From an optimization exercise on the open Yosys and OpenROAD flow, aimed at small area, a short achievable clock period and few clock cycles; shortcuts taken in it are not production practice.
In this exercise RTL edits were held to simulation tests only and were not proved equivalent to the original.
No activity file was given, so power comes from the tool's default toggle rates.

### flow/flow/run.sh
#!/bin/bash
# The standard layout, with faster port buffers (buf_2 instead of the
# default delay-cell buffer) so register-to-port paths are not limited by them.
set -euo pipefail
bash standard.sh "BUFFER_PORTS_ARGS=-buffer_cell sky130_fd_sc_hd__buf_2" finish > standard_flow.log 2>&1
### flow/standard.sh
#!/bin/bash
# synth_recipe.tcl (not shown) runs the flow's synth.tcl, then flattens the netlist and writes it again
# the make line also repeats each setting of config.mk as NAME=value (left out here)
make -C /OpenROAD-flow-scripts/flow DESIGN_CONFIG=/design/flow/config.mk WORK_HOME=/design/flow/orfs CLKGATE_MAP_FILE= SYNTH_SCRIPT=/design/flow/synth_recipe.tcl "${@:-finish}"
### flow/constraint.sdc
create_clock -name core_clock -period 6.0 [get_ports {clk}]
set_input_delay 1.2000 -clock core_clock [delete_from_list [all_inputs] [get_ports {clk}]]
set_output_delay 1.2000 -clock core_clock [all_outputs]
set_load 0.01 [all_outputs]
### flow/config.mk
export PLATFORM = sky130hd
export DESIGN_NAME = multiplier
export DESIGN_NICKNAME = multiplier
export VERILOG_FILES = /design/flow/design.v
export SDC_FILE = /design/flow/constraint.sdc
export NUM_CORES = 4
export LEC_CHECK = 0
export CAP_MARGIN = 20
export CORE_MARGIN = 2
export CORE_UTILIZATION = 45
export SETUP_SLACK_MARGIN = 3.3
export SLEW_MARGIN = 20
export SYNTH_HIERARCHICAL = 1
### flow/design.v
module multiplier ( input  wire clk, start, is_signed,
                    input  wire [31:0] a, b,
                    output wire [63:0] s,
                    output reg  done
                   );
  reg  [32:0] ar;             
  wire [32:0] ar_d;
  reg  [33:0] sr, cr;         
  reg  [31:0] l;              
  reg         ci;             
  reg  [7:0] plx, ply;      
  reg  [3:0] e1, e2, en;     
  reg         corr;           
  reg  [2:0] st;
  reg         cl;             
  reg         f0;             
  reg  [31:0] hr;             
  wire fin = (st == 3'd4);
  wire sq1 = sr[0] & ~f0;
  wire cq2 = cr[0] & ~f0;
  wire sq3 = sr[1] & ~f0;
  wire cq4 = cr[1] & ~f0;
  wire sq5 = sr[2] & ~f0;
  wire cq6 = cr[2] & ~f0;
  wire sq7 = sr[3] & ~f0;
  wire cq8 = cr[3] & ~f0;
  wire sq9 = sr[4] & ~f0;
  wire cq10 = cr[4] & ~f0;
  wire sq11 = sr[5] & ~f0;
  wire cq12 = cr[5] & ~f0;
  wire sq13 = sr[6] & ~f0;
  wire cq14 = cr[6] & ~f0;
  wire sq15 = sr[7] & ~f0;
  wire cq16 = cr[7] & ~f0;
  wire sq17 = sr[8] & ~f0;
  wire cq18 = cr[8] & ~f0;
  wire sq19 = sr[9] & ~f0;
  wire cq20 = cr[9] & ~f0;
  wire sq21 = sr[10] & ~f0;
  wire cq22 = cr[10] & ~f0;
  wire sq23 = sr[11] & ~f0;
  wire cq24 = cr[11] & ~f0;
  wire sq25 = sr[12] & ~f0;
  wire cq26 = cr[12] & ~f0;
  wire sq27 = sr[13] & ~f0;
  wire cq28 = cr[13] & ~f0;
  wire sq29 = sr[14] & ~f0;
  wire cq30 = cr[14] & ~f0;
  wire sq31 = sr[15] & ~f0;
  wire cq32 = cr[15] & ~f0;
  wire sq33 = sr[16] & ~f0;
  wire cq34 = cr[16] & ~f0;
  wire sq35 = sr[17] & ~f0;
  wire cq36 = cr[17] & ~f0;
  wire sq37 = sr[18] & ~f0;
  wire cq38 = cr[18] & ~f0;
  wire sq39 = sr[19] & ~f0;
  wire cq40 = cr[19] & ~f0;
  wire sq41 = sr[20] & ~f0;
  wire cq42 = cr[20] & ~f0;
  wire sq43 = sr[21] & ~f0;
  wire cq44 = cr[21] & ~f0;
  wire sq45 = sr[22] & ~f0;
  wire cq46 = cr[22] & ~f0;
  wire sq47 = sr[23] & ~f0;
  wire cq48 = cr[23] & ~f0;
  wire sq49 = sr[24] & ~f0;
  wire cq50 = cr[24] & ~f0;
  wire sq51 = sr[25] & ~f0;
  wire cq52 = cr[25] & ~f0;
  wire sq53 = sr[26] & ~f0;
  wire cq54 = cr[26] & ~f0;
  wire sq55 = sr[27] & ~f0;
  wire cq56 = cr[27] & ~f0;
  wire sq57 = sr[28] & ~f0;
  wire cq58 = cr[28] & ~f0;
  wire sq59 = sr[29] & ~f0;
  wire cq60 = cr[29] & ~f0;
  wire sq61 = sr[30] & ~f0;
  wire cq62 = cr[30] & ~f0;
  wire sq63 = sr[31] & ~f0;
  wire cq64 = cr[31] & ~f0;
  wire sq65 = sr[32] & ~f0;
  wire cq66 = cr[32] & ~f0;
  wire sq67 = sr[33] & ~f0;
  wire cq68 = cr[33] & ~f0;
  wire pp69 = (e1[0] & ar[0]) ^ en[0];
  wire pp70;
  PPS u71 (e1[0], e2[0], en[0], ar[1], ar[0], pp70);
  wire pp72;
  PPS u73 (e1[0], e2[0], en[0], ar[2], ar[1], pp72);
  wire pp74;
  PPS u75 (e1[0], e2[0], en[0], ar[3], ar[2], pp74);
  wire pp76;
  PPS u77 (e1[0], e2[0], en[0], ar[4], ar[3], pp76);
  wire pp78;
  PPS u79 (e1[0], e2[0], en[0], ar[5], ar[4], pp78);
  wire pp80;
  PPS u81 (e1[0], e2[0], en[0], ar[6], ar[5], pp80);
  wire pp82;
  PPS u83 (e1[0], e2[0], en[0], ar[7], ar[6], pp82);
  wire pp84;
  PPS u85 (e1[0], e2[0], en[0], ar[8], ar[7], pp84);
  wire pp86;
  PPS u87 (e1[0], e2[0], en[0], ar[9], ar[8], pp86);
  wire pp88;
  PPS u89 (e1[0], e2[0], en[0], ar[10], ar[9], pp88);
  wire pp90;
  PPS u91 (e1[0], e2[0], en[0], ar[11], ar[10], pp90);
  wire pp92;
  PPS u93 (e1[0], e2[0], en[0], ar[12], ar[11], pp92);
  wire pp94;
  PPS u95 (e1[0], e2[0], en[0], ar[13], ar[12], pp94);
  wire pp96;
  PPS u97 (e1[0], e2[0], en[0], ar[14], ar[13], pp96);
  wire pp98;
  PPS u99 (e1[0], e2[0], en[0], ar[15], ar[14], pp98);
  wire pp100;
  PPS u101 (e1[0], e2[0], en[0], ar[16], ar[15], pp100);
  wire pp102;
  PPS u103 (e1[0], e2[0], en[0], ar[17], ar[16], pp102);
  wire pp104;
  PPS u105 (e1[0], e2[0], en[0], ar[18], ar[17], pp104);
  wire pp106;
  PPS u107 (e1[0], e2[0], en[0], ar[19], ar[18], pp106);
  wire pp108;
  PPS u109 (e1[0], e2[0], en[0], ar[20], ar[19], pp108);
  wire pp110;
  PPS u111 (e1[0], e2[0], en[0], ar[21], ar[20], pp110);
  wire pp112;
  PPS u113 (e1[0], e2[0], en[0], ar[22], ar[21], pp112);
  wire pp114;
  PPS u115 (e1[0], e2[0], en[0], ar[23], ar[22], pp114);
  wire pp116;
  PPS u117 (e1[0], e2[0], en[0], ar[24], ar[23], pp116);
  wire pp118;
  PPS u119 (e1[0], e2[0], en[0], ar[25], ar[24], pp118);
  wire pp120;
  PPS u121 (e1[0], e2[0], en[0], ar[26], ar[25], pp120);
  wire pp122;
  PPS u123 (e1[0], e2[0], en[0], ar[27], ar[26], pp122);
  wire pp124;
  PPS u125 (e1[0], e2[0], en[0], ar[28], ar[27], pp124);
  wire pp126;
  PPS u127 (e1[0], e2[0], en[0], ar[29], ar[28], pp126);
  wire pp128;
  PPS u129 (e1[0], e2[0], en[0], ar[30], ar[29], pp128);
  wire pp130;
  PPS u131 (e1[0], e2[0], en[0], ar[31], ar[30], pp130);
  wire pp132;
  PPS u133 (e1[0], e2[0], en[0], ar[32], ar[31], pp132);
  wire sg134 = ~(((e1[0] | e2[0]) & ar[32]) ^ en[0]);
  wire pp135 = (e1[1] & ar[0]) ^ en[1];
  wire pp136;
  PPS u137 (e1[1], e2[1], en[1], ar[1], ar[0], pp136);
  wire pp138;
  PPS u139 (e1[1], e2[1], en[1], ar[2], ar[1], pp138);
  wire pp140;
  PPS u141 (e1[1], e2[1], en[1], ar[3], ar[2], pp140);
  wire pp142;
  PPS u143 (e1[1], e2[1], en[1], ar[4], ar[3], pp142);
  wire pp144;
  PPS u145 (e1[1], e2[1], en[1], ar[5], ar[4], pp144);
  wire pp146;
  PPS u147 (e1[1], e2[1], en[1], ar[6], ar[5], pp146);
  wire pp148;
  PPS u149 (e1[1], e2[1], en[1], ar[7], ar[6], pp148);
  wire pp150;
  PPS u151 (e1[1], e2[1], en[1], ar[8], ar[7], pp150);
  wire pp152;
  PPS u153 (e1[1], e2[1], en[1], ar[9], ar[8], pp152);
  wire pp154;
  PPS u155 (e1[1], e2[1], en[1], ar[10], ar[9], pp154);
  wire pp156;
  PPS u157 (e1[1], e2[1], en[1], ar[11], ar[10], pp156);
  wire pp158;
  PPS u159 (e1[1], e2[1], en[1], ar[12], ar[11], pp158);
  wire pp160;
  PPS u161 (e1[1], e2[1], en[1], ar[13], ar[12], pp160);
  wire pp162;
  PPS u163 (e1[1], e2[1], en[1], ar[14], ar[13], pp162);
  wire pp164;
  PPS u165 (e1[1], e2[1], en[1], ar[15], ar[14], pp164);
  wire pp166;
  PPS u167 (e1[1], e2[1], en[1], ar[16], ar[15], pp166);
  wire pp168;
  PPS u169 (e1[1], e2[1], en[1], ar[17], ar[16], pp168);
  wire pp170;
  PPS u171 (e1[1], e2[1], en[1], ar[18], ar[17], pp170);
  wire pp172;
  PPS u173 (e1[1], e2[1], en[1], ar[19], ar[18], pp172);
  wire pp174;
  PPS u175 (e1[1], e2[1], en[1], ar[20], ar[19], pp174);
  wire pp176;
  PPS u177 (e1[1], e2[1], en[1], ar[21], ar[20], pp176);
  wire pp178;
  PPS u179 (e1[1], e2[1], en[1], ar[22], ar[21], pp178);
  wire pp180;
  PPS u181 (e1[1], e2[1], en[1], ar[23], ar[22], pp180);
  wire pp182;
  PPS u183 (e1[1], e2[1], en[1], ar[24], ar[23], pp182);
  wire pp184;
  PPS u185 (e1[1], e2[1], en[1], ar[25], ar[24], pp184);
  wire pp186;
  PPS u187 (e1[1], e2[1], en[1], ar[26], ar[25], pp186);
  wire pp188;
  PPS u189 (e1[1], e2[1], en[1], ar[27], ar[26], pp188);
  wire pp190;
  PPS u191 (e1[1], e2[1], en[1], ar[28], ar[27], pp190);
  wire pp192;
  PPS u193 (e1[1], e2[1], en[1], ar[29], ar[28], pp192);
  wire pp194;
  PPS u195 (e1[1], e2[1], en[1], ar[30], ar[29], pp194);
  wire pp196;
  PPS u197 (e1[1], e2[1], en[1], ar[31], ar[30], pp196);
  wire pp198;
  PPS u199 (e1[1], e2[1], en[1], ar[32], ar[31], pp198);
  wire sg200 = ~(((e1[1] | e2[1]) & ar[32]) ^ en[1]);
  wire pp201 = (e1[2] & ar[0]) ^ en[2];
  wire pp202;
  PPS u203 (e1[2], e2[2], en[2], ar[1], ar[0], pp202);
  wire pp204;
  PPS u205 (e1[2], e2[2], en[2], ar[2], ar[1], pp204);
  wire pp206;
  PPS u207 (e1[2], e2[2], en[2], ar[3], ar[2], pp206);
  wire pp208;
  PPS u209 (e1[2], e2[2], en[2], ar[4], ar[3], pp208);
  wire pp210;
  PPS u211 (e1[2], e2[2], en[2], ar[5], ar[4], pp210);
  wire pp212;
  PPS u213 (e1[2], e2[2], en[2], ar[6], ar[5], pp212);
  wire pp214;
  PPS u215 (e1[2], e2[2], en[2], ar[7], ar[6], pp214);
  wire pp216;
  PPS u217 (e1[2], e2[2], en[2], ar[8], ar[7], pp216);
  wire pp218;
  PPS u219 (e1[2], e2[2], en[2], ar[9], ar[8], pp218);
  wire pp220;
  PPS u221 (e1[2], e2[2], en[2], ar[10], ar[9], pp220);
  wire pp222;
  PPS u223 (e1[2], e2[2], en[2], ar[11], ar[10], pp222);
  wire pp224;
  PPS u225 (e1[2], e2[2], en[2], ar[12], ar[11], pp224);
  wire pp226;
  PPS u227 (e1[2], e2[2], en[2], ar[13], ar[12], pp226);
  wire pp228;
  PPS u229 (e1[2], e2[2], en[2], ar[14], ar[13], pp228);
  wire pp230;
  PPS u231 (e1[2], e2[2], en[2], ar[15], ar[14], pp230);
  wire pp232;
  PPS u233 (e1[2], e2[2], en[2], ar[16], ar[15], pp232);
  wire pp234;
  PPS u235 (e1[2], e2[2], en[2], ar[17], ar[16], pp234);
  wire pp236;
  PPS u237 (e1[2], e2[2], en[2], ar[18], ar[17], pp236);
  wire pp238;
  PPS u239 (e1[2], e2[2], en[2], ar[19], ar[18], pp238);
  wire pp240;
  PPS u241 (e1[2], e2[2], en[2], ar[20], ar[19], pp240);
  wire pp242;
  PPS u243 (e1[2], e2[2], en[2], ar[21], ar[20], pp242);
  wire pp244;
  PPS u245 (e1[2], e2[2], en[2], ar[22], ar[21], pp244);
  wire pp246;
  PPS u247 (e1[2], e2[2], en[2], ar[23], ar[22], pp246);
  wire pp248;
  PPS u249 (e1[2], e2[2], en[2], ar[24], ar[23], pp248);
  wire pp250;
  PPS u251 (e1[2], e2[2], en[2], ar[25], ar[24], pp250);
  wire pp252;
  PPS u253 (e1[2], e2[2], en[2], ar[26], ar[25], pp252);
  wire pp254;
  PPS u255 (e1[2], e2[2], en[2], ar[27], ar[26], pp254);
  wire pp256;
  PPS u257 (e1[2], e2[2], en[2], ar[28], ar[27], pp256);
  wire pp258;
  PPS u259 (e1[2], e2[2], en[2], ar[29], ar[28], pp258);
  wire pp260;
  PPS u261 (e1[2], e2[2], en[2], ar[30], ar[29], pp260);
  wire pp262;
  PPS u263 (e1[2], e2[2], en[2], ar[31], ar[30], pp262);
  wire pp264;
  PPS u265 (e1[2], e2[2], en[2], ar[32], ar[31], pp264);
  wire sg266 = ~(((e1[2] | e2[2]) & ar[32]) ^ en[2]);
  wire pp267 = (e1[3] & ar[0]) ^ en[3];
  wire pp268;
  PPS u269 (e1[3], e2[3], en[3], ar[1], ar[0], pp268);
  wire pp270;
  PPS u271 (e1[3], e2[3], en[3], ar[2], ar[1], pp270);
  wire pp272;
  PPS u273 (e1[3], e2[3], en[3], ar[3], ar[2], pp272);
  wire pp274;
  PPS u275 (e1[3], e2[3], en[3], ar[4], ar[3], pp274);
  wire pp276;
  PPS u277 (e1[3], e2[3], en[3], ar[5], ar[4], pp276);
  wire pp278;
  PPS u279 (e1[3], e2[3], en[3], ar[6], ar[5], pp278);
  wire pp280;
  PPS u281 (e1[3], e2[3], en[3], ar[7], ar[6], pp280);
  wire pp282;
  PPS u283 (e1[3], e2[3], en[3], ar[8], ar[7], pp282);
  wire pp284;
  PPS u285 (e1[3], e2[3], en[3], ar[9], ar[8], pp284);
  wire pp286;
  PPS u287 (e1[3], e2[3], en[3], ar[10], ar[9], pp286);
  wire pp288;
  PPS u289 (e1[3], e2[3], en[3], ar[11], ar[10], pp288);
  wire pp290;
  PPS u291 (e1[3], e2[3], en[3], ar[12], ar[11], pp290);
  wire pp292;
  PPS u293 (e1[3], e2[3], en[3], ar[13], ar[12], pp292);
  wire pp294;
  PPS u295 (e1[3], e2[3], en[3], ar[14], ar[13], pp294);
  wire pp296;
  PPS u297 (e1[3], e2[3], en[3], ar[15], ar[14], pp296);
  wire pp298;
  PPS u299 (e1[3], e2[3], en[3], ar[16], ar[15], pp298);
  wire pp300;
  PPS u301 (e1[3], e2[3], en[3], ar[17], ar[16], pp300);
  wire pp302;
  PPS u303 (e1[3], e2[3], en[3], ar[18], ar[17], pp302);
  wire pp304;
  PPS u305 (e1[3], e2[3], en[3], ar[19], ar[18], pp304);
  wire pp306;
  PPS u307 (e1[3], e2[3], en[3], ar[20], ar[19], pp306);
  wire pp308;
  PPS u309 (e1[3], e2[3], en[3], ar[21], ar[20], pp308);
  wire pp310;
  PPS u311 (e1[3], e2[3], en[3], ar[22], ar[21], pp310);
  wire pp312;
  PPS u313 (e1[3], e2[3], en[3], ar[23], ar[22], pp312);
  wire pp314;
  PPS u315 (e1[3], e2[3], en[3], ar[24], ar[23], pp314);
  wire pp316;
  PPS u317 (e1[3], e2[3], en[3], ar[25], ar[24], pp316);
  wire pp318;
  PPS u319 (e1[3], e2[3], en[3], ar[26], ar[25], pp318);
  wire pp320;
  PPS u321 (e1[3], e2[3], en[3], ar[27], ar[26], pp320);
  wire pp322;
  PPS u323 (e1[3], e2[3], en[3], ar[28], ar[27], pp322);
  wire pp324;
  PPS u325 (e1[3], e2[3], en[3], ar[29], ar[28], pp324);
  wire pp326;
  PPS u327 (e1[3], e2[3], en[3], ar[30], ar[29], pp326);
  wire pp328;
  PPS u329 (e1[3], e2[3], en[3], ar[31], ar[30], pp328);
  wire pp330;
  PPS u331 (e1[3], e2[3], en[3], ar[32], ar[31], pp330);
  wire sg332 = ~(((e1[3] | e2[3]) & ar[32]) ^ en[3]);
  wire pc333 = cl & ar[0];
  wire pc334 = cl & ar[1];
  wire pc335 = cl & ar[2];
  wire pc336 = cl & ar[3];
  wire pc337 = cl & ar[4];
  wire pc338 = cl & ar[5];
  wire pc339 = cl & ar[6];
  wire pc340 = cl & ar[7];
  wire pc341 = cl & ar[8];
  wire pc342 = cl & ar[9];
  wire pc343 = cl & ar[10];
  wire pc344 = cl & ar[11];
  wire pc345 = cl & ar[12];
  wire pc346 = cl & ar[13];
  wire pc347 = cl & ar[14];
  wire pc348 = cl & ar[15];
  wire pc349 = cl & ar[16];
  wire pc350 = cl & ar[17];
  wire pc351 = cl & ar[18];
  wire pc352 = cl & ar[19];
  wire pc353 = cl & ar[20];
  wire pc354 = cl & ar[21];
  wire pc355 = cl & ar[22];
  wire pc356 = cl & ar[23];
  wire pc357 = cl & ar[24];
  wire pc358 = cl & ar[25];
  wire pc359 = cl & ar[26];
  wire pc360 = cl & ar[27];
  wire pc361 = cl & ar[28];
  wire pc362 = cl & ar[29];
  wire pc363 = cl & ar[30];
  wire pc364 = cl & ar[31];
  wire cf365 = ~pp198;
  wire cf366 = ~pp264;
  wire cf367 = ~pp330;
  wire _w1, _w2;
  FA u368 (sq1, en[0], cq2, _w1, _w2);
  wire _w3, _w4;
  FA u369 (pp70, cq4, sq3, _w3, _w4);
  wire _w5, _w6;
  FA u370 (sq5, en[1], cq6, _w5, _w6);
  wire _w7, _w8;
  FA u371 (_w5, pp135, pp72, _w7, _w8);
  wire _w9, _w10;
  FA u372 (pp136, cq8, sq7, _w9, _w10);
  wire _w11, _w12;
  FA u373 (_w9, pp74, _w6, _w11, _w12);
  wire _w13, _w14;
  FA u374 (sq9, en[2], cq10, _w13, _w14);
  wire _w15, _w16;
  FA u375 (pp76, pp138, pp201, _w15, _w16);
  wire _w17, _w18;
  FA u376 (_w15, _w10, _w13, _w17, _w18);
  wire _w19, _w20;
  FA u377 (pp140, cq12, sq11, _w19, _w20);
  wire _w21, _w22;
  FX u378 (pp202, pp78, _w14, _w21, _w22);
  wire _w23, _w24;
  FA u379 (_w19, _w16, _w21, _w23, _w24);
  wire _w25, _w26;
  FA u380 (sq13, en[3], cq14, _w25, _w26);
  wire _w27, _w28;
  FX u381 (pp142, pp204, pp267, _w27, _w28);
  wire _w29, _w30;
  FX u382 (pp80, _w20, _w25, _w29, _w30);
  wire _w31, _w32;
  FX u383 (_w27, _w22, _w29, _w31, _w32);
  wire _w33, _w34;
  FX u384 (cq16, sq15, pp144, _w33, _w34);
  wire _w35, _w36;
  FA u385 (pp82, pp206, pp268, _w35, _w36);
  wire _w37, _w38;
  FX u386 (_w33, _w28, _w26, _w37, _w38);
  wire _w39, _w40;
  FX u387 (_w35, _w37, _w30, _w39, _w40);
  wire _w41, _w42;
  FX u388 (cq18, sq17, pp146, _w41, _w42);
  wire _w43, _w44;
  FA u389 (pp84, pp208, pp270, _w43, _w44);
  wire _w45, _w46;
  FX u390 (pc333, _w41, _w34, _w45, _w46);
  wire _w47, _w48;
  FX u391 (_w36, _w43, _w38, _w47, _w48);
  wire _w49, _w50;
  HX u392 (_w45, _w47, _w49, _w50);
  wire _w51, _w52;
  FX u393 (cq20, sq19, pp148, _w51, _w52);
  wire _w53, _w54;
  FX u394 (pp210, pp272, pp86, _w53, _w54);
  wire _w55, _w56;
  FX u395 (pc334, _w51, _w42, _w55, _w56);
  wire _w57, _w58;
  FX u396 (_w53, _w44, _w46, _w57, _w58);
  wire _w59, _w60;
  FX u397 (_w55, _w57, _w48, _w59, _w60);
  wire _w61, _w62;
  FX u398 (cq22, sq21, pp150, _w61, _w62);
  wire _w63, _w64;
  FA u399 (pp88, pp212, pp274, _w63, _w64);
  wire _w65, _w66;
  FX u400 (pc335, _w61, _w52, _w65, _w66);
  wire _w67, _w68;
  FX u401 (_w54, _w56, _w63, _w67, _w68);
  wire _w69, _w70;
  FX u402 (_w65, _w58, _w67, _w69, _w70);
  wire _w71, _w72;
  FX u403 (cq24, sq23, pp152, _w71, _w72);
  wire _w73, _w74;
  FA u404 (pp90, pp214, pp276, _w73, _w74);
  wire _w75, _w76;
  FX u405 (pc336, _w71, _w62, _w75, _w76);
  wire _w77, _w78;
  FX u406 (_w64, _w66, _w73, _w77, _w78);
  wire _w79, _w80;
  FX u407 (_w75, _w68, _w77, _w79, _w80);
  wire _w81, _w82;
  FX u408 (cq26, sq25, pp154, _w81, _w82);
  wire _w83, _w84;
  FA u409 (pp92, pp216, pp278, _w83, _w84);
  wire _w85, _w86;
  FX u410 (pc337, _w81, _w72, _w85, _w86);
  wire _w87, _w88;
  FX u411 (_w74, _w76, _w83, _w87, _w88);
  wire _w89, _w90;
  FX u412 (_w85, _w78, _w87, _w89, _w90);
  wire _w91, _w92;
  FX u413 (cq28, sq27, pp156, _w91, _w92);
  wire _w93, _w94;
  FA u414 (pp94, pp218, pp280, _w93, _w94);
  wire _w95, _w96;
  FX u415 (pc338, _w91, _w82, _w95, _w96);
  wire _w97, _w98;
  FX u416 (_w84, _w86, _w93, _w97, _w98);
  wire _w99, _w100;
  FX u417 (_w95, _w88, _w97, _w99, _w100);
  wire _w101, _w102;
  FX u418 (cq30, sq29, pp158, _w101, _w102);
  wire _w103, _w104;
  FA u419 (pp96, pp220, pp282, _w103, _w104);
  wire _w105, _w106;
  FX u420 (pc339, _w101, _w92, _w105, _w106);
  wire _w107, _w108;
  FX u421 (_w94, _w96, _w103, _w107, _w108);
  wire _w109, _w110;
  FX u422 (_w105, _w98, _w107, _w109, _w110);
  wire _w111, _w112;
  FX u423 (cq32, sq31, pp160, _w111, _w112);
  wire _w113, _w114;
  FA u424 (pp98, pp222, pp284, _w113, _w114);
  wire _w115, _w116;
  FX u425 (pc340, _w111, _w102, _w115, _w116);
  wire _w117, _w118;
  FX u426 (_w104, _w106, _w113, _w117, _w118);
  wire _w119, _w120;
  FX u427 (_w115, _w108, _w117, _w119, _w120);
  wire _w121, _w122;
  FX u428 (cq34, sq33, pp100, _w121, _w122);
  wire _w123, _w124;
  FA u429 (pp286, pp162, pp224, _w123, _w124);
  wire _w125, _w126;
  FX u430 (pc341, _w121, _w112, _w125, _w126);
  wire _w127, _w128;
  FX u431 (_w114, _w116, _w123, _w127, _w128);
  wire _w129, _w130;
  FX u432 (_w125, _w118, _w127, _w129, _w130);
  wire _w131, _w132;
  FX u433 (cq36, sq35, pp102, _w131, _w132);
  wire _w133, _w134;
  FA u434 (pp288, pp164, pp226, _w133, _w134);
  wire _w135, _w136;
  FX u435 (pc342, _w131, _w122, _w135, _w136);
  wire _w137, _w138;
  FX u436 (_w124, _w126, _w133, _w137, _w138);
  wire _w139, _w140;
  FX u437 (_w135, _w128, _w137, _w139, _w140);
  wire _w141, _w142;
  FX u438 (cq38, sq37, pp104, _w141, _w142);
  wire _w143, _w144;
  FA u439 (pp290, pp166, pp228, _w143, _w144);
  wire _w145, _w146;
  FX u440 (pc343, _w141, _w132, _w145, _w146);
  wire _w147, _w148;
  FX u441 (_w134, _w136, _w143, _w147, _w148);
  wire _w149, _w150;
  FX u442 (_w145, _w138, _w147, _w149, _w150);
  wire _w151, _w152;
  FX u443 (cq40, sq39, pp106, _w151, _w152);
  wire _w153, _w154;
  FA u444 (pp292, pp168, pp230, _w153, _w154);
  wire _w155, _w156;
  FX u445 (pc344, _w151, _w142, _w155, _w156);
  wire _w157, _w158;
  FX u446 (_w144, _w146, _w153, _w157, _w158);
  wire _w159, _w160;
  FX u447 (_w155, _w148, _w157, _w159, _w160);
  wire _w161, _w162;
  FX u448 (cq42, sq41, pp108, _w161, _w162);
  wire _w163, _w164;
  FA u449 (pp294, pp170, pp232, _w163, _w164);
  wire _w165, _w166;
  FX u450 (pc345, _w161, _w152, _w165, _w166);
  wire _w167, _w168;
  FX u451 (_w154, _w156, _w163, _w167, _w168);
  wire _w169, _w170;
  FX u452 (_w165, _w158, _w167, _w169, _w170);
  wire _w171, _w172;
  FX u453 (cq44, sq43, pp110, _w171, _w172);
  wire _w173, _w174;
  FA u454 (pp296, pp172, pp234, _w173, _w174);
  wire _w175, _w176;
  FX u455 (pc346, _w171, _w162, _w175, _w176);
  wire _w177, _w178;
  FX u456 (_w164, _w166, _w173, _w177, _w178);
  wire _w179, _w180;
  FX u457 (_w175, _w168, _w177, _w179, _w180);
  wire _w181, _w182;
  FX u458 (cq46, sq45, pp112, _w181, _w182);
  wire _w183, _w184;
  FA u459 (pp298, pp174, pp236, _w183, _w184);
  wire _w185, _w186;
  FX u460 (pc347, _w181, _w172, _w185, _w186);
  wire _w187, _w188;
  FX u461 (_w174, _w176, _w183, _w187, _w188);
  wire _w189, _w190;
  FX u462 (_w185, _w178, _w187, _w189, _w190);
  wire _w191, _w192;
  FX u463 (cq48, sq47, pp114, _w191, _w192);
  wire _w193, _w194;
  FA u464 (pp300, pp176, pp238, _w193, _w194);
  wire _w195, _w196;
  FX u465 (pc348, _w191, _w182, _w195, _w196);
  wire _w197, _w198;
  FX u466 (_w184, _w186, _w193, _w197, _w198);
  wire _w199, _w200;
  FX u467 (_w195, _w188, _w197, _w199, _w200);
  wire _w201, _w202;
  FX u468 (cq50, sq49, pp116, _w201, _w202);
  wire _w203, _w204;
  FA u469 (pp302, pp178, pp240, _w203, _w204);
  wire _w205, _w206;
  FX u470 (pc349, _w201, _w192, _w205, _w206);
  wire _w207, _w208;
  FX u471 (_w194, _w196, _w203, _w207, _w208);
  wire _w209, _w210;
  FX u472 (_w205, _w198, _w207, _w209, _w210);
  wire _w211, _w212;
  FX u473 (cq52, sq51, pp118, _w211, _w212);
  wire _w213, _w214;
  FA u474 (pp304, pp180, pp242, _w213, _w214);
  wire _w215, _w216;
  FX u475 (pc350, _w211, _w202, _w215, _w216);
  wire _w217, _w218;
  FX u476 (_w204, _w206, _w213, _w217, _w218);
  wire _w219, _w220;
  FX u477 (_w215, _w208, _w217, _w219, _w220);
  wire _w221, _w222;
  FX u478 (cq54, sq53, pp120, _w221, _w222);
  wire _w223, _w224;
  FA u479 (pp306, pp182, pp244, _w223, _w224);
  wire _w225, _w226;
  FX u480 (pc351, _w221, _w212, _w225, _w226);
  wire _w227, _w228;
  FX u481 (_w214, _w216, _w223, _w227, _w228);
  wire _w229, _w230;
  FX u482 (_w225, _w218, _w227, _w229, _w230);
  wire _w231, _w232;
  FX u483 (cq56, sq55, pp122, _w231, _w232);
  wire _w233, _w234;
  FA u484 (pp308, pp184, pp246, _w233, _w234);
  wire _w235, _w236;
  FX u485 (pc352, _w231, _w222, _w235, _w236);
  wire _w237, _w238;
  FX u486 (_w224, _w226, _w233, _w237, _w238);
  wire _w239, _w240;
  FX u487 (_w235, _w228, _w237, _w239, _w240);
  wire _w241, _w242;
  FX u488 (cq58, sq57, pp124, _w241, _w242);
  wire _w243, _w244;
  FA u489 (pp310, pp186, pp248, _w243, _w244);
  wire _w245, _w246;
  FX u490 (pc353, _w241, _w232, _w245, _w246);
  wire _w247, _w248;
  FX u491 (_w234, _w236, _w243, _w247, _w248);
  wire _w249, _w250;
  FX u492 (_w245, _w238, _w247, _w249, _w250);
  wire _w251, _w252;
  FX u493 (cq60, sq59, pp126, _w251, _w252);
  wire _w253, _w254;
  FA u494 (pp312, pp188, pp250, _w253, _w254);
  wire _w255, _w256;
  FX u495 (pc354, _w251, _w242, _w255, _w256);
  wire _w257, _w258;
  FX u496 (_w244, _w246, _w253, _w257, _w258);
  wire _w259, _w260;
  FX u497 (_w255, _w248, _w257, _w259, _w260);
  wire _w261, _w262;
  FX u498 (cq62, sq61, pp128, _w261, _w262);
  wire _w263, _w264;
  FA u499 (pp314, pp190, pp252, _w263, _w264);
  wire _w265, _w266;
  FX u500 (pc355, _w261, _w252, _w265, _w266);
  wire _w267, _w268;
  FX u501 (_w254, _w256, _w263, _w267, _w268);
  wire _w269, _w270;
  FX u502 (_w265, _w258, _w267, _w269, _w270);
  wire _w271, _w272;
  FX u503 (cq64, sq63, pp130, _w271, _w272);
  wire _w273, _w274;
  FA u504 (pp316, pp192, pp254, _w273, _w274);
  wire _w275, _w276;
  FA u505 (_w262, pc356, _w271, _w275, _w276);
  wire _w277, _w278;
  FX u506 (_w264, _w266, _w273, _w277, _w278);
  wire _w279, _w280;
  FX u507 (_w275, _w268, _w277, _w279, _w280);
  wire _w281, _w282;
  FX u508 (cq66, sq65, pp132, _w281, _w282);
  wire _w283, _w284;
  FX u509 (pp194, pp256, pp318, _w283, _w284);
  wire _w285, _w286;
  FX u510 (pc357, _w281, _w272, _w285, _w286);
  wire _w287, _w288;
  FX u511 (_w283, _w274, _w276, _w287, _w288);
  wire _w289, _w290;
  FX u512 (_w285, _w278, _w287, _w289, _w290);
  wire _w291, _w292;
  FX u513 (f0, cq68, sq67, _w291, _w292);
  wire _w293, _w294;
  FX u514 (pp196, pp258, pp320, _w293, _w294);
  wire _w295, _w296;
  FX u515 (sg134, pc358, _w291, _w295, _w296);
  wire _w297, _w298;
  FX u516 (_w282, _w284, _w293, _w297, _w298);
  wire _w299, _w300;
  FX u517 (_w295, _w286, _w297, _w299, _w300);
  wire _w301, _w302;
  HX u518 (_w299, _w288, _w301, _w302);
  wire _w303, _w304;
  FA u519 (pp322, cf365, pp260, _w303, _w304);
  wire _w305, _w306;
  FX u520 (pc359, _w292, _w294, _w305, _w306);
  wire _w307, _w308;
  FX u521 (_w296, _w305, _w303, _w307, _w308);
  wire _w309, _w310;
  FX u522 (_w298, _w307, _w300, _w309, _w310);
  wire _w311, _w312;
  FA u523 (pp324, pp198, pp262, _w311, _w312);
  wire _w313, _w314;
  FX u524 (sg200, pc360, _w304, _w313, _w314);
  wire _w315, _w316;
  FX u525 (_w306, _w311, _w313, _w315, _w316);
  wire _w317, _w318;
  HX u526 (_w308, _w315, _w317, _w318);
  wire _w319, _w320;
  FA u527 (pc361, cf366, pp326, _w319, _w320);
  wire _w321, _w322;
  FX u528 (_w312, _w319, _w314, _w321, _w322);
  wire _w323, _w324;
  HX u529 (_w316, _w321, _w323, _w324);
  wire _w325, _w326;
  FA u530 (sg266, pp264, pp328, _w325, _w326);
  wire _w327, _w328;
  FX u531 (pc362, _w320, _w325, _w327, _w328);
  wire _w329, _w330;
  HX u532 (_w327, _w322, _w329, _w330);
  wire _w331, _w332;
  FA u533 (_w326, cf367, pc363, _w331, _w332);
  wire _w333, _w334;
  HX u534 (_w328, _w331, _w333, _w334);
  wire _w335, _w336;
  FA u535 (pc364, pp330, sg332, _w335, _w336);
  wire _w337, _w338;
  HX u536 (_w335, _w332, _w337, _w338);
  wire _w339, _w340;
  HX u537 (1'b1, _w336, _w339, _w340);
  wire [41:0] tx = {_w340, _w338, _w334, _w330, _w324, _w318, _w310, _w302, _w290, _w280, _w270, _w260, _w250, _w240, _w230, _w220, _w210, _w200, _w190, _w180, _w170, _w160, _w150, _w140, _w130, _w120, _w110, _w100, _w90, _w80, _w70, _w60, _w50, _w40, _w32, _w24, _w18, _w12, _w8, _w4, _w2, pp69};
  wire [41:0] ty = {1'b0, _w339, _w337, _w333, _w329, _w323, _w317, _w309, _w301, _w289, _w279, _w269, _w259, _w249, _w239, _w229, _w219, _w209, _w199, _w189, _w179, _w169, _w159, _w149, _w139, _w129, _w119, _w109, _w99, _w89, _w79, _w69, _w59, _w49, _w39, _w31, _w23, _w17, _w11, _w7, _w3, _w1};
  wire [8:0] lo = f0 ? 9'd0 : plx + ply + ci;
  wire g538, g539;
  PGN u540 (fx[0], fy[0], g538, g539);
  wire g541, g542;
  PGN u543 (fx[1], fy[1], g541, g542);
  wire g544, g545;
  PGN u546 (fx[2], fy[2], g544, g545);
  wire g547, g548;
  PGN u549 (fx[3], fy[3], g547, g548);
  wire g550, g551;
  PGN u552 (fx[4], fy[4], g550, g551);
  wire g553, g554;
  PGN u555 (fx[5], fy[5], g553, g554);
  wire g556, g557;
  PGN u558 (fx[6], fy[6], g556, g557);
  wire g559, g560;
  PGN u561 (fx[7], fy[7], g559, g560);
  wire g562, g563;
  PGN u564 (fx[8], fy[8], g562, g563);
  wire g565, g566;
  PGN u567 (fx[9], fy[9], g565, g566);
  wire g568, g569;
  PGN u570 (fx[10], fy[10], g568, g569);
  wire g571, g572;
  PGN u573 (fx[11], fy[11], g571, g572);
  wire g574, g575;
  PGN u576 (fx[12], fy[12], g574, g575);
  wire g577, g578;
  PGN u579 (fx[13], fy[13], g577, g578);
  wire g580, g581;
  PGN u582 (fx[14], fy[14], g580, g581);
  wire g583, g584;
  PGN u585 (fx[15], fy[15], g583, g584);
  wire g586, g587;
  PGN u588 (fx[16], fy[16], g586, g587);
  wire g589, g590;
  PGN u591 (fx[17], fy[17], g589, g590);
  wire g592, g593;
  PGN u594 (fx[18], fy[18], g592, g593);
  wire g595, g596;
  PGN u597 (fx[19], fy[19], g595, g596);
  wire g598, g599;
  PGN u600 (fx[20], fy[20], g598, g599);
  wire g601, g602;
  PGN u603 (fx[21], fy[21], g601, g602);
  wire g604, g605;
  PGN u606 (fx[22], fy[22], g604, g605);
  wire g607, g608;
  PGN u609 (fx[23], fy[23], g607, g608);
  wire g610, g611;
  PGN u612 (fx[24], fy[24], g610, g611);
  wire g613, g614;
  PGN u615 (fx[25], fy[25], g613, g614);
  wire g616, g617;
  PGN u618 (fx[26], fy[26], g616, g617);
  wire g619, g620;
  PGN u621 (fx[27], fy[27], g619, g620);
  wire g622, g623;
  PGN u624 (fx[28], fy[28], g622, g623);
  wire g625, g626;
  PGN u627 (fx[29], fy[29], g625, g626);
  wire g628, g629;
  PGN u630 (fx[30], fy[30], g628, g629);
  wire g631, g632;
  PGN u633 (fx[31], fy[31], g631, g632);
  wire g634, g635;
  PGN u636 (fx[32], fy[32], g634, g635);
  wire g637, g638;
  PGN u639 (fx[33], fy[33], g637, g638);
  wire g640, g641;
  PGN u642 (fx[34], fy[34], g640, g641);
  wire g643, g644;
  PGN u645 (fx[35], fy[35], g643, g644);
  wire g646, g647;
  PGN u648 (fx[36], fy[36], g646, g647);
  wire g649, g650;
  PGN u651 (fx[37], fy[37], g649, g650);
  wire g652, g653;
  PGN u654 (fx[38], fy[38], g652, g653);
  wire g655, g656;
  PGN u657 (fx[39], fy[39], g655, g656);
  wire n658 = ~ci;
  wire k659;
  NODEI u660 (g539, g538, n658, k659);
  wire k661, k662;
  NODEIP u663 (g545, g544, g542, g541, k661, k662);
  wire k664, k665;
  NODEIP u666 (g551, g550, g548, g547, k664, k665);
  wire k667, k668;
  NODEIP u669 (g557, g556, g554, g553, k667, k668);
  wire k670, k671;
  NODEIP u672 (g563, g562, g560, g559, k670, k671);
  wire k673, k674;
  NODEIP u675 (g569, g568, g566, g565, k673, k674);
  wire k676, k677;
  NODEIP u678 (g575, g574, g572, g571, k676, k677);
  wire k679, k680;
  NODEIP u681 (g581, g580, g578, g577, k679, k680);
  wire k682, k683;
  NODEIP u684 (g587, g586, g584, g583, k682, k683);
  wire k685, k686;
  NODEIP u687 (g593, g592, g590, g589, k685, k686);
  wire k688, k689;
  NODEIP u690 (g599, g598, g596, g595, k688, k689);
  wire k691, k692;
  NODEIP u693 (g605, g604, g602, g601, k691, k692);
  wire k694, k695;
  NODEIP u696 (g611, g610, g608, g607, k694, k695);
  wire k697, k698;
  NODEIP u699 (g617, g616, g614, g613, k697, k698);
  wire k700, k701;
  NODEIP u702 (g623, g622, g620, g619, k700, k701);
  wire k703, k704;
  NODEIP u705 (g629, g628, g626, g625, k703, k704);
  wire k706, k707;
  NODEIP u708 (g635, g634, g632, g631, k706, k707);
  wire k709, k710;
  NODEIP u711 (g641, g640, g638, g637, k709, k710);
  wire k712, k713;
  NODEIP u714 (g647, g646, g644, g643, k712, k713);
  wire k715, k716;
  NODEIP u717 (g653, g652, g650, g649, k715, k716);
  wire n718 = ~k659;
  wire k719;
  NODEI u720 (g542, g541, n718, k719);
  wire k721;
  NODE u722 (k661, k662, k659, k721);
  wire n723 = ~k664;
  wire n724 = ~k665;
  wire k725, k726;
  NODEIP u727 (g554, g553, n723, n724, k725, k726);
  wire k728, k729;
  NODEP u730 (k667, k668, k664, k665, k728, k729);
  wire n731 = ~k670;
  wire n732 = ~k671;
  wire k733, k734;
  NODEIP u735 (g566, g565, n731, n732, k733, k734);
  wire k736, k737;
  NODEP u738 (k673, k674, k670, k671, k736, k737);
  wire n739 = ~k676;
  wire n740 = ~k677;
  wire k741, k742;
  NODEIP u743 (g578, g577, n739, n740, k741, k742);
  wire k744, k745;
  NODEP u746 (k679, k680, k676, k677, k744, k745);
  wire n747 = ~k682;
  wire n748 = ~k683;
  wire k749, k750;
  NODEIP u751 (g590, g589, n747, n748, k749, k750);
  wire k752, k753;
  NODEP u754 (k685, k686, k682, k683, k752, k753);
  wire n755 = ~k688;
  wire n756 = ~k689;
  wire k757, k758;
  NODEIP u759 (g602, g601, n755, n756, k757, k758);
  wire k760, k761;
  NODEP u762 (k691, k692, k688, k689, k760, k761);
  wire n763 = ~k694;
  wire n764 = ~k695;
  wire k765, k766;
  NODEIP u767 (g614, g613, n763, n764, k765, k766);
  wire k768, k769;
  NODEP u770 (k697, k698, k694, k695, k768, k769);
  wire n771 = ~k700;
  wire n772 = ~k701;
  wire k773, k774;
  NODEIP u775 (g626, g625, n771, n772, k773, k774);
  wire k776, k777;
  NODEP u778 (k703, k704, k700, k701, k776, k777);
  wire n779 = ~k706;
  wire n780 = ~k707;
  wire k781, k782;
  NODEIP u783 (g638, g637, n779, n780, k781, k782);
  wire k784, k785;
  NODEP u786 (k709, k710, k706, k707, k784, k785);
  wire n787 = ~k712;
  wire n788 = ~k713;
  wire k789, k790;
  NODEIP u791 (g650, g649, n787, n788, k789, k790);
  wire k792, k793;
  NODEP u794 (k715, k716, k712, k713, k792, k793);
  wire k795;
  NODEI u796 (g548, g547, k721, k795);
  wire n797 = ~k721;
  wire k798;
  NODE u799 (k664, k665, n797, k798);
  wire k800;
  NODE u801 (k725, k726, n797, k800);
  wire k802;
  NODEI u803 (k728, k729, k721, k802);
  wire k804, k805;
  NODEIP u806 (g572, g571, k736, k737, k804, k805);
  wire n807 = ~k736;
  wire n808 = ~k737;
  wire k809, k810;
  NODEP u811 (k676, k677, n807, n808, k809, k810);
  wire k812, k813;
  NODEP u814 (k741, k742, n807, n808, k812, k813);
  wire k815, k816;
  NODEIP u817 (k744, k745, k736, k737, k815, k816);
  wire k818, k819;
  NODEIP u820 (g596, g595, k752, k753, k818, k819);
  wire n821 = ~k752;
  wire n822 = ~k753;
  wire k823, k824;
  NODEP u825 (k688, k689, n821, n822, k823, k824);
  wire k826, k827;
  NODEP u828 (k757, k758, n821, n822, k826, k827);
  wire k829, k830;
  NODEIP u831 (k760, k761, k752, k753, k829, k830);
  wire k832, k833;
  NODEIP u834 (g620, g619, k768, k769, k832, k833);
  wire n835 = ~k768;
  wire n836 = ~k769;
  wire k837, k838;
  NODEP u839 (k700, k701, n835, n836, k837, k838);
  wire k840, k841;
  NODEP u842 (k773, k774, n835, n836, k840, k841);
  wire k843, k844;
  NODEIP u845 (k776, k777, k768, k769, k843, k844);
  wire k846, k847;
  NODEIP u848 (g644, g643, k784, k785, k846, k847);
  wire n849 = ~k784;
  wire n850 = ~k785;
  wire k851, k852;
  NODEP u853 (k712, k713, n849, n850, k851, k852);
  wire k854, k855;
  NODEP u856 (k789, k790, n849, n850, k854, k855);
  wire k857, k858;
  NODEIP u859 (k792, k793, k784, k785, k857, k858);
  wire n860 = ~k802;
  wire k861;
  NODEI u862 (g560, g559, n860, k861);
  wire k863;
  NODE u864 (k670, k671, k802, k863);
  wire k865;
  NODE u866 (k733, k734, k802, k865);
  wire k867;
  NODEI u868 (k736, k737, n860, k867);
  wire k869;
  NODE u870 (k804, k805, k802, k869);
  wire k871;
  NODEI u872 (k809, k810, n860, k871);
  wire k873;
  NODEI u874 (k812, k813, n860, k873);
  wire k875;
  NODE u876 (k815, k816, k802, k875);
  wire n877 = ~k829;
  wire n878 = ~k830;
  wire k879, k880;
  NODEIP u881 (g608, g607, n877, n878, k879, k880);
  wire k882, k883;
  NODEP u884 (k694, k695, k829, k830, k882, k883);
  wire k885, k886;
  NODEP u887 (k765, k766, k829, k830, k885, k886);
  wire k888, k889;
  NODEIP u890 (k768, k769, n877, n878, k888, k889);
  wire k891, k892;
  NODEP u893 (k832, k833, k829, k830, k891, k892);
  wire k894, k895;
  NODEIP u896 (k837, k838, n877, n878, k894, k895);
  wire k897, k898;
  NODEIP u899 (k840, k841, n877, n878, k897, k898);
  wire k900, k901;
  NODEP u902 (k843, k844, k829, k830, k900, k901);
  wire n903 = ~k857;
  wire n904 = ~k858;
  wire k905, k906;
  NODEIP u907 (g656, g655, n903, n904, k905, k906);
  wire k908;
  NODEI u909 (g584, g583, k875, k908);
  wire n910 = ~k875;
  wire k911;
  NODE u912 (k682, k683, n910, k911);
  wire k913;
  NODE u914 (k749, k750, n910, k913);
  wire k915;
  NODEI u916 (k752, k753, k875, k915);
  wire k917;
  NODE u918 (k818, k819, n910, k917);
  wire k919;
  NODEI u920 (k823, k824, k875, k919);
  wire k921;
  NODEI u922 (k826, k827, k875, k921);
  wire k923;
  NODE u924 (k829, k830, n910, k923);
  wire k925;
  NODE u926 (k879, k880, n910, k925);
  wire k927;
  NODEI u928 (k882, k883, k875, k927);
  wire k929;
  NODEI u930 (k885, k886, k875, k929);
  wire k931;
  NODE u932 (k888, k889, n910, k931);
  wire k933;
  NODEI u934 (k891, k892, k875, k933);
  wire k935;
  NODE u936 (k894, k895, n910, k935);
  wire k937;
  NODE u938 (k897, k898, n910, k937);
  wire k939;
  NODEI u940 (k900, k901, k875, k939);
  wire n941 = ~k939;
  wire k942;
  NODEI u943 (g632, g631, n941, k942);
  wire k944;
  NODE u945 (k706, k707, k939, k944);
  wire k946;
  NODE u947 (k781, k782, k939, k946);
  wire k948;
  NODEI u949 (k784, k785, n941, k948);
  wire k950;
  NODE u951 (k846, k847, k939, k950);
  wire k952;
  NODEI u953 (k851, k852, n941, k952);
  wire k954;
  NODEI u955 (k854, k855, n941, k954);
  wire k956;
  NODE u957 (k857, k858, k939, k956);
  wire k958;
  NODE u959 (k905, k906, k939, k958);
  wire r960 = ~(g538 ^ ci);
  wire r961 = ~(g541 ^ k659);
  wire r962 = ~(g544 ^ k719);
  wire r963 = g547 ^ k721;
  wire r964 = ~(g550 ^ k795);
  wire r965 = g553 ^ k798;
  wire r966 = g556 ^ k800;
  wire r967 = ~(g559 ^ k802);
  wire r968 = ~(g562 ^ k861);
  wire r969 = g565 ^ k863;
  wire r970 = g568 ^ k865;
  wire r971 = ~(g571 ^ k867);
  wire r972 = g574 ^ k869;
  wire r973 = ~(g577 ^ k871);
  wire r974 = ~(g580 ^ k873);
  wire r975 = g583 ^ k875;
  wire r976 = ~(g586 ^ k908);
  wire r977 = g589 ^ k911;
  wire r978 = g592 ^ k913;
  wire r979 = ~(g595 ^ k915);
  wire r980 = g598 ^ k917;
  wire r981 = ~(g601 ^ k919);
  wire r982 = ~(g604 ^ k921);
  wire r983 = g607 ^ k923;
  wire r984 = g610 ^ k925;
  wire r985 = ~(g613 ^ k927);
  wire r986 = ~(g616 ^ k929);
  wire r987 = g619 ^ k931;
  wire r988 = ~(g622 ^ k933);
  wire r989 = g625 ^ k935;
  wire r990 = g628 ^ k937;
  wire r991 = ~(g631 ^ k939);
  wire r992 = ~(g634 ^ k942);
  wire r993 = g637 ^ k944;
  wire r994 = g640 ^ k946;
  wire r995 = ~(g643 ^ k948);
  wire r996 = g646 ^ k950;
  wire r997 = ~(g649 ^ k952);
  wire r998 = ~(g652 ^ k954);
  wire r999 = g655 ^ k956;
  wire [39:0] fx = {sr[31:0], plx};
  wire [39:0] fy = {cr[31:0], ply};
  wire [39:0] fsum = {r999, r998, r997, r996, r995, r994, r993, r992, r991, r990, r989, r988, r987, r986, r985, r984, r983, r982, r981, r980, r979, r978, r977, r976, r975, r974, r973, r972, r971, r970, r969, r968, r967, r966, r965, r964, r963, r962, r961, r960};
  wire [8:0] bw = {b[7:0], 1'b0};
  wire [8:0] lw = l[15:7];
  wire [3:0] b1, b2, bn, l1, l2, ln;
  genvar g;
  generate
    for (g = 0; g < 4; g = g + 1) begin : enc
      ENC eb (bw[2*g+2], bw[2*g+1], bw[2*g], b1[g], b2[g], bn[g]);
      ENC el (lw[2*g+2], lw[2*g+1], lw[2*g], l1[g], l2[g], ln[g]);
    end
  endgenerate
  assign s = {hr, l};
  always @(posedge clk) begin
    sr  <= tx[41:8];
    cr  <= ty[41:8];
    plx <= tx[7:0];
    ply <= ty[7:0];
    ci  <= lo[8];
    f0  <= start;
  end
  always @(posedge clk)
    if (fin && !done)
      hr <= fsum[39:8];
  always @(posedge clk)
    if (start) begin
      l    <= b;
      corr <= b[31] & ~is_signed;
      cl   <= 1'b0;
      st   <= 3'd0;
      done <= 1'b0;
    end else if (!done) begin
      st <= st + 3'd1;
      cl <= corr & (st == 3'd2);
      if (fin) begin
        l    <= {fsum[7:0], l[31:8]};
        done <= 1'b1;
      end else begin
        l   <= {lo[7:0], l[31:8]};
      end
    end
  wire [32:0] a_in = {is_signed & a[31], a};
  always @(posedge clk)
    if (start) ar <= a_in;
  always @(posedge clk)
    if (start) begin
      e1 <= b1;
      e2 <= b2;
      en <= bn;
    end else begin
      e1 <= l1;
      e2 <= l2;
      en <= ln;
    end
endmodule
module ENC (input wire b2, b1, b0, output wire one, two, neg);
  assign one = b1 ^ b0;
  assign two = (b2 & ~b1 & ~b0) | (~b2 & b1 & b0);
  assign neg = b2 & ~(b1 & b0);
endmodule
module MX (input wire s, a, b, output wire y);
  assign y = s ? a : b;
endmodule
module PPS (input wire one, two, neg, x, y, output wire p);
  wire n = (one & x) | (two & y);
  X2 u (n, neg, p);
endmodule
module PP (input wire one, two, neg, x, y, output wire p);
  assign p = ((one & x) | (two & y)) ^ neg;
endmodule
module FA (input wire x, y, z, output wire s, c);
  assign s = x ^ y ^ z;
  assign c = (x & y) | (x & z) | (y & z);
endmodule
module FX (input wire x, y, z, output wire s, c);
  wire t;
  X2 x1 (x, y, t);
  X2 x2 (t, z, s);
  MAJ m (x, y, z, c);
endmodule
module X2 (input wire x, y, output wire s);
  assign s = x ^ y;
endmodule
module MAJ (input wire x, y, z, output wire c);
  assign c = (x & y) | (x & z) | (y & z);
endmodule
module HA (input wire x, y, output wire s, c);
  assign s = x ^ y;
  assign c = x & y;
endmodule
module HX (input wire x, y, output wire s, c);
  X2 u1 (x, y, s);
  AN2 u2 (x, y, c);
endmodule
module AN2 (input wire x, y, output wire s);
  assign s = x & y;
endmodule
module PGN (input wire x, y, output wire pn, gn);
  XN2 p (x, y, pn);
  ND2 g (x, y, gn);
endmodule
module XN2 (input wire x, y, output wire s);
  assign s = ~(x ^ y);
endmodule
module ND2 (input wire x, y, output wire s);
  assign s = ~(x & y);
endmodule
module NODE (input wire gh, ph, gl, output wire gn);
  assign gn = ~(gh | (ph & gl));
endmodule
module NODEP (input wire gh, ph, gl, pl, output wire gn, pn);
  assign gn = ~(gh | (ph & gl));
  assign pn = ~(ph & pl);
endmodule
module NODEI (input wire ghn, phn, gln, output wire g);
  assign g = ~(ghn & (phn | gln));
endmodule
module NODEIP (input wire ghn, phn, gln, pln, output wire g, p);
  assign g = ~(ghn & (phn | gln));
  assign p = ~(phn | pln);
endmodule
==> run summary, run 1 <==
cells along the critical path=a22o_1, xor2_1, maj3_2, maj3_2, xor2_1, xor2_1, maj3_2; slew margin rel.=0.608; status=complete, no violations; Core Region=0.0346 mm^2; crit path DAT=2.97 ns; DRT iter0 DRCs=625; WL final=39.8 mm; Slew @ Worst Pin=0.588 ns; mean post-synth cell area=10.6 um^2; Yosys warnings=7; Power, Total=12.2 mW; PD cells=671 mW/mm^2; root buf cell=clkbuf_16; clock transition at the registers of the reported paths=0.08 ns; CTS Buf Count=17; Row Count=68; Max Clock Freq=389 MHz; Worst Path Class, Setup=reg -> reg; Max FO, Critical Path=9; Die W=192 um; via count=11400; Fin Setup TNS=0 ns; largest net degree at the start of global routing=45; Layout area overhead=14.2%; post-layout util=0.523; Final Cycle Share=0.428; CP top delay family=adder cells; Hold Path Class=reg -> reg; final hold violation count=0; grt total ovfl=0; pins over their slew limit=0; die height=192 um; DRC Markers=0; post-synthesis instance total=1493; setup ws final=3.43 ns; vias in the first global route=11400; Final setup viols=0; Layout Skew=0.0129 ns; first-pass GRT wire length=62.8 mm; Die ar.=0.0368 mm^2; final-stage net count=1804; worst-case setup slack after placement=2.57 ns; post-route ant nets=0; worst-skew pair later-pin latency=0.47 ns; initial antenna violation count=2; # IOs=132; WHS=0.541 ns; RSZ-0062 raised after global routing=no; Post-Layout Cell Count=2144; via/cell ratio=5.30; max incr delay on CP=0.58 ns; dpl cells=2081; final RePlAce weighted congestion=0.787; Routed WL per cell=18.6 um; type of origin of the critical path=flip-flop; CTS tree=done; min Tclk post-route=2.57 ns; CTS HTree Levels=4; WP buf/inv=0; total global-route track usage=0.224; Design Area, Final=0.0181 mm^2; Initial Util=0.458; Detailed Routing Iterations Pass 1=5; Clock Sinks=200; DP Area=0.0172 mm^2; leakage=7.76 nW; # Max-Cap Violations=0; number of port buffers=131; hpwl dp=28.0 mm; Netlist Area Pre-Place=0.0159 mm^2; CP Capture Type=flip-flop; worst-case clock buffer depth=2; VDD IR max=0.315 mV; CP required=6.40 ns; slowest cell on the critical path=edfxtp_1; worst reg-to-reg setup slack=3.43 ns; layout cell share with drive strength beyond 1=0.280
[per-layer routing]
| layer | vias up | GRT usage | routed length (um) |
|---|---|---|---|
| met3 | 46 | 0.0318 | 1560 |
| met4 | 0 | 0.0769 | 830 |
| li1 | 5570 | - | - |
| met5 | - | 0 | 0 |
| met1 | 5512 | 0.304 | 18600 |
| met2 | 240 | 0.364 | 18900 |
[worst reg2reg max path: cells and delay by family, from the launching register on]
family,cells,cell delay (ns)
flops,1,0.58
compound gates,1,0.26
fa+ha+maj,3,0.98
xor+xnor,3,0.69
[report_power, final]
group / internal, mW / switching, mW
logic: 3.73 / 4.71
registers: 2.14 / 0.423
clock network: 0.555 / 0.606
[final cells by class]
type,instances,area (um^2)
fillers,3247,16500
clock buffers,17,425
well taps,455,569
diodes,2,5.00
clock inverters,15,155
inverters,40,154
repair buffers,175,1080
multi-input cells,1240,10700
flip-flops and latches,200,5010
[flip-flops by register name, summed over array words and instances, names as in the netlist]
name / cells
ar: 33
ci: 1
corr: 1
e2: 4
cr: 33
cl: 1
en: 4
st: 3
done: 1
ply: 8
plx: 8
hr: 32
e1: 4
f0: 1
sr: 34
l: 32
[final timing paths]
path | from | to | cells after the start
worst max-delay path | ar[24] | sr[20] | 7
worst min-delay path | corr | cl | 2
worst min register to register | corr | cl | 2
worst max register to register | ar[24] | sr[20] | 7
[placed cells by master (no fill, tap or decap), types with 4 or more instances in the layout]
cell type / instances
conb_1: 7
clkbuf_16: 17
a21oi_1: 7
ha_1: 18
a22o_1: 128
buf_8: 4
clkinv_8: 4
nor2_1: 50
o21ai_0: 10
buf_4: 30
nor2b_1: 77
nor3_1: 6
o21ai_1: 24
dfxtp_1: 94
fa_1: 45
dfxtp_4: 5
mux2_2: 38
o21ai_2: 40
nand2_1: 75
xnor2_1: 64
inv_1: 39
and2_1: 41
xor2_1: 401
buf_6: 9
maj3_2: 119
a21oi_2: 39
edfxtp_1: 98
buf_2: 130
nand2b_1: 11
o22ai_2: 8
[timing repair]
item,4_1_cts,5_1_grt
resized for setup,13,17
hold buffers,0,0
cloned,0,0
pin swaps,1,2
setup endpoints to repair,78,40
setup buffers,4,25
Testbench counts, summed over its fixed seeds: cycles 9,600.
==> run 2: changes to the inputs <==
--- a/flow/config.mk
+++ b/flow/config.mk
@@ -8,6 +8,6 @@
 export CAP_MARGIN = 20
 export CORE_MARGIN = 2
 export CORE_UTILIZATION = 45
-export SETUP_SLACK_MARGIN = 3.3
+export SETUP_SLACK_MARGIN = 3.5
 export SLEW_MARGIN = 20
 export SYNTH_HIERARCHICAL = 1
==> run 2 against run 1 <==
- critical path depth is 1 higher
- critical path type unchanged
- die area did not move
- utilization rose by 3.2 points
- still clean on timing, DRC and antenna
- clock power barely moved
- via count rose by 4.7%
- critical endpoint is now sr[9]
- worst hold slack lost 0.0030 ns
- area after synthesis stayed put
- setup slack better by 0.047 ns
- first-iteration DRC count is 9.9% higher
- largest cell class unchanged
- final cell count grew 4.2%
==> run summary, run 2 <==
Yosys warnings=7; mean post-synth cell area=10.6 um^2; Clock Sinks=200; PD cells=655 mW/mm^2; Top Registers=sr x34, ar x33, cr x33; number of port buffers=131; max reg flops=34; min Tclk post-route=2.52 ns; via count=11900; commonest non-fill, non-tap cell in the layout=xor2_1; Routed WL per cell=19.6 um; Netlist Area Pre-Place=0.0159 mm^2; CTS tree=done; Pint=6.71 mW; worst-case clock buffer depth=2; first-pass GRT wire length=66.3 mm; Fin Setup TNS=0 ns; Hold Path Class=reg -> reg; largest net degree at the start of global routing=81; Slew @ Worst Pin=0.626 ns; Layout Skew=0.0137 ns; final hold violation count=0; pins over their slew limit=0; type of origin of the critical path=flip-flop; status=complete, no violations; CP required=6.36 ns; leakage=8.30 nW; switch share=0.468; # IOs=132; net switching power=5.90 mW; DRC Markers=0; Clock power frac=0.091; most frequent cells in the layout=xor2_1, buf_2, a22o_1; Initial Util=0.458; hpwl dp=28.4 mm; Row Count=68; DRT iter0 DRCs=687; crit path DAT=2.88 ns; Comb pwr share=0.702; Final setup viols=0; clock transition at the registers of the reported paths=0.08 ns; Seq pwr share=0.207; CTS HTree Levels=4; layout filler cell count=3031; Die W=192 um; post-layout util=0.555; Worst Path Class, Setup=reg -> reg; post-route ant nets=0; WL final=43.8 mm; die height=192 um; RSZ-0062 raised after global routing=yes; VDD IR max=0.317 mV; Max FO, Critical Path=9; CTS Buf Count=17; total global-route track usage=0.236; via/cell ratio=5.33; final-stage net count=1894; final RePlAce weighted congestion=0.824; post-synthesis instance total=1493; Detailed Routing Iterations Pass 1=5; # Max-Cap Violations=0; Die ar.=0.0368 mm^2; worst-skew pair later-pin latency=0.47 ns; Final Cycle Share=0.420; layout cell share with drive strength beyond 1=0.347; CP Capture Type=flip-flop; grt total ovfl=0; Largest Register=sr; Layout area overhead=21.2%; initial antenna violation count=2; Core Region=0.0346 mm^2; Max Clock Freq=397 MHz; root buf cell=clkbuf_16; vias in the first global route=12000; slew margin rel.=0.582
run 2: stage by stage:
step                      power [mW]  hold WS (ns)  cells  worst slack, ns  instance area, um^2
final                           12.6         0.538   2234             3.48                19200
after CTS                       12.2         0.543   2163             3.50                18300
after floorplan                 9.09         0.486   1498             3.49                15900
after detailed placement        10.8         0.512   2073             2.45                17100
after global routing            13.6         0.597   2234             3.42                19200
after global placement          10.7         0.513   2073             2.47                17100
run 2: critical path, cell delays in order, from the launching register on:
cell	delay (ns)
dfxtp_4	0.41
buf_4	0.20
a22o_1	0.24
xor2_1	0.17
maj3_2	0.35
maj3_2	0.33
xor2_1	0.18
xor2_1	0.20
maj3_2	0.33
run 2: worst paths after layout:
path | startpoint | to | slack (ns) | cells after the start
setup / recovery | e1[1] | sr[9] | 3.48 | 8
hold / removal | corr | cl | 0.54 | 2
setup reg to reg | e1[1] | sr[9] | 3.48 | 8
hold reg to reg | corr | cl | 0.54 | 2
run 2: final cells by class:
| class | instances | area [um^2] | share of cell area |
|---|---|---|---|
| inverter | 40 | 154 | 0.00800 |
| antenna | 2 | 5.00 | 0.000260 |
| clock inverter | 14 | 136 | 0.00709 |
| multi-input combinational | 1240 | 11000 | 0.573 |
| sequential | 200 | 5040 | 0.262 |
| tap | 455 | 569 | 0.0296 |
| clock buffer | 18 | 429 | 0.0223 |
| timing repair buffer | 265 | 1880 | 0.0978 |
run 2: routing by layer:
layer	part of all wire	global-route usage	wire, um
met1	0.45	0.312	19600
met2	0.49	0.396	21500
met3	0.043	0.0351	1870
met4	0.020	0.0746	878
met5	0	0	0
run 2: power groups by stage:
stage / sequential (mW) / clock (mW) / combinational (mW)
floorplan: 2.61 / 0 / 6.48
global placement: 2.77 / 0 / 7.88
detailed placement: 2.78 / 0 / 7.99
CTS: 2.65 / 1.17 / 8.38
global route: 2.66 / 1.22 / 9.72
finish: 2.61 / 1.14 / 8.86
run 2: timing repair:
item	CTS	global route
buffers inserted	58	69
setup endpoints to repair	124	107
hold buffers	0	0
resized for setup	27	59
pin swaps	2	71

-- port drivers added, routing unchanged --
The flow's constraints put no driver on any port. The routed layouts listed below were extracted and timed again, unchanged, in two steps. Step 1: set_driving_cell puts a clkbuf_16 on clk and a buf_2 on each other input, an assumption about the parent block. Step 2 adds t to the input delays and takes it off the output delays; t is the mean of the earliest and latest rising clock arrival at the registers after step 1. Input paths then give back, and output paths get back, about the clock's delay inside the block. Slacks: ideal / step 1 / step 2; pairs: ideal / step 1.
| run | t, ns | setup slack, ns | hold slack, ns |
|---|---|---|---|
| run 1 | 0.515 | 3.432 / 3.432 / 3.125 | 0.541 / 0.541 / 0.541 |
| run 2 | 0.517 | 3.480 / 3.480 / 3.159 | 0.538 / 0.538 / 0.538 |
After both steps setup and hold are still met in every run listed. The setup slack of run 2, which loses most, moves by 0.000 ns with the drivers and by -0.321 ns with both steps.
